Source: an optimization exercise on an open RTL-to-GDS flow (aim: small area and few clock cycles per item). Production flows keep margins and buffers that such runs may drop. The RTL was checked by simulation tests, not by an equivalence proof against the original design. Power is estimated from default activity; no workload was simulated.

## pipeline_division
module pipeline_division #(
  parameter int DIVINDED_WIDTH = 32,
  parameter int DIVISOR_WIDTH  = 32
)(
  input                           clk_i,
  input                           rst_i,
  input  [DIVINDED_WIDTH - 1 : 0] divinded_i,
  input  [DIVISOR_WIDTH - 1 : 0]  divisor_i,
  input                           valid_i,
  output                          ready_o,
  output [DIVINDED_WIDTH - 1 : 0] quotient_o,
  output [DIVISOR_WIDTH - 1 : 0]  reminder_o,
  output                          valid_o,
  input                           ready_i
);
==> flow/config.mk <==
export PLATFORM = sky130hd
export DESIGN_NAME = pipeline_division
export DESIGN_NICKNAME = pipeline_division
export VERILOG_FILES = /design/flow/design.v
export SDC_FILE = /design/flow/constraint.sdc
export NUM_CORES = 4
export LEC_CHECK = 0
export ABC_AREA = 1
export CAP_MARGIN = 20
export CORE_MARGIN = 2
export CORE_UTILIZATION = 65
export CTS_BUF_LIST = sky130_fd_sc_hd__clkbuf_8
export CTS_CLUSTER_SIZE = 20
export PLACE_DENSITY = 0.75
export SLEW_MARGIN = 20
export SYNTH_HIERARCHICAL = 1
==> flow/constraint.sdc <==
create_clock -name core_clock -period 5.0 [get_ports {clk_i}]
set_input_delay 1.0000 -clock core_clock [delete_from_list [all_inputs] [get_ports {clk_i}]]
set_output_delay 1.0000 -clock core_clock [all_outputs]
set_load 0.01 [all_outputs]
run.sh (not shown) runs the stock make flow with config.mk's settings and CLKGATE_MAP_FILE= SYNTH_SCRIPT=/design/flow/synth_recipe.tcl, a recipe that flattens the netlist after the stock synthesis.
Testbench counts at the start, summed over its fixed seeds: cycles 4,048, items 4,000.
Then changed:
CORE_UTILIZATION = 70   (was 65)
CTS_CLUSTER_DIAMETER = 80   (was default)
CTS_CLUSTER_SIZE = 16   (was 20)
PLACE_DENSITY = 0.8   (was 0.75)
Outcome: The new run finished clean; design area is lower by 3.1%; global-route usage went up by 2.9 points; hold slack barely changes; flip-flop and latch count is unchanged; power falls by 5.4%; register-to-register slack gets worse by 0.02 ns; maximum frequency decreases by 0.45%; first-iteration DRC count grows by 9.0%; die area is lower by 7.1%; sequential share of layout area goes up by 1.4 points.

* * *

Setup of before:
Starting RTL as in the previous note.
export LEC_CHECK = 0
export ABC_AREA = 1
export CAP_MARGIN = 20
export CORE_MARGIN = 2
export CORE_UTILIZATION = 65
export CTS_BUF_LIST = sky130_fd_sc_hd__clkbuf_8
export CTS_CLUSTER_DIAMETER = 80
export CTS_CLUSTER_SIZE = 16
export PLACE_DENSITY = 0.75
export SLEW_MARGIN = 20
export SYNTH_HIERARCHICAL = 1
create_clock -name core_clock -period 5.0 [get_ports {clk_i}]
Testbench counts of before, summed over its fixed seeds: cycles 4,048, items 4,000.
The inputs of after differ from those of before as listed below.
-- flow/config.mk --
<<< before, line 13
export CTS_CLUSTER_DIAMETER = 80
export CTS_CLUSTER_SIZE = 16
>>> after, line 13
export CTS_CLUSTER_SIZE = 20
export GPL_TIMING_DRIVEN = 0
### Flow results
after ends up with higher global-route usage than before does. The core of after is more densely filled than that of before. Compared with before, after shows a global-route met2 utilization that is 2.6 points higher. Looking at type of the setup path with the least slack, the flop to flop result is from before; the primary input to output port one comes from after. Compared with before, in after worst hold slack saw a decrease; count of plain and timing-repair buffers +30%; critical path depth shrank by 25; routed wire length on met2 moved up. after against before: combinational share of power shows a reduction of 2.2 points; cell count shows an increase of about 3%. Comparing after and before, met3 routed wirelength is higher on after.

* * *

Another version of the RTL of pipeline_division (not shown whole).
Size: ~7,300 cells after synthesis, roughly 130 I/O pins.
==> flow/config.mk <==
export PLATFORM = sky130hd
export DESIGN_NAME = pipeline_division
export DESIGN_NICKNAME = pipeline_division
export VERILOG_FILES = /design/flow/design.v
export SDC_FILE = /design/flow/constraint.sdc
export NUM_CORES = 4
export LEC_CHECK = 0
export ABC_AREA = 1
export CAP_MARGIN = 20
export CORE_MARGIN = 2
export CORE_UTILIZATION = 65
export CTS_BUF_LIST = sky130_fd_sc_hd__clkbuf_8
export CTS_CLUSTER_SIZE = 20
export PLACE_DENSITY = 0.75
export SLEW_MARGIN = 20
export SYNTH_HIERARCHICAL = 1
==> flow/constraint.sdc <==
create_clock -name core_clock -period 5.0 [get_ports {clk_i}]
set_input_delay 1.0000 -clock core_clock [delete_from_list [all_inputs] [get_ports {clk_i}]]
set_output_delay 1.0000 -clock core_clock [all_outputs]
set_load 0.01 [all_outputs]
The baseline finished with timing, DRC and antenna clean.
Testbench counts at the start, summed over its fixed seeds: cycles 4,048, items 4,000.
==> next run, changes <==
--- a/flow/config.mk
+++ b/flow/config.mk
@@ -13 +13,2 @@
-export CTS_CLUSTER_SIZE = 20
+export CTS_CLUSTER_DIAMETER = 80
+export CTS_CLUSTER_SIZE = 16
After rerunning: The new run passed the timing, DRC and antenna checks; global-route usage falls by 0.54 points; worst setup slack got worse by 0.025 ns; sequential share of layout area rose by 1.2 points; combinational power barely changes; clock-buffer cell count drops by 93; non-clock buffer count rises by 7; area after synthesis is unchanged; routed wire length falls by 1.8%; utilization goes down by 2.0 points.

==> port drivers added, routing unchanged <==
No port has a modelled driver above. Below, the same layouts with a new extraction and two added sets of constraints.
Step 1, drivers: a clkbuf_16 drives clk_i and a buf_2 each remaining input, both assumed.
Step 2 also shifts input and output timing later by t, the mid clock arrival at the registers, as if the neighbouring blocks saw the same clock.
Slacks: ideal / step 1 / step 2; pairs: ideal / step 1.
run	t, ns	slack for setup (ns)	slew at the worst register clock pin (ns)	worst slew at a driven data input, ns	cell pins on the clock port's net
the first run of note 1	0.919	0.353 / 0.353 / -0.088	0.07 / 0.07	0.05	1
the second run of note 1	0.824	0.332 / 0.332 / -0.173	0.12 / 0.12	0.06	1
before	0.827	0.297 / 0.297 / -0.039	0.11 / 0.11	0.05	1
after	0.907	0.195 / 0.165 / -0.430	0.07 / 0.07	0.05	1
the first run of note 3	0.892	0.172 / 0.172 / -0.101	0.07 / 0.07	0.06	1
the second run of note 3	0.796	0.148 / 0.148 / -0.099	0.11 / 0.11	0.05	1
With both steps, setup timing fails in every run listed, where it was met with ideal ports. For after, which loses most, drivers alone change the setup slack by -0.030 ns; drivers and shift together by -0.625 ns.
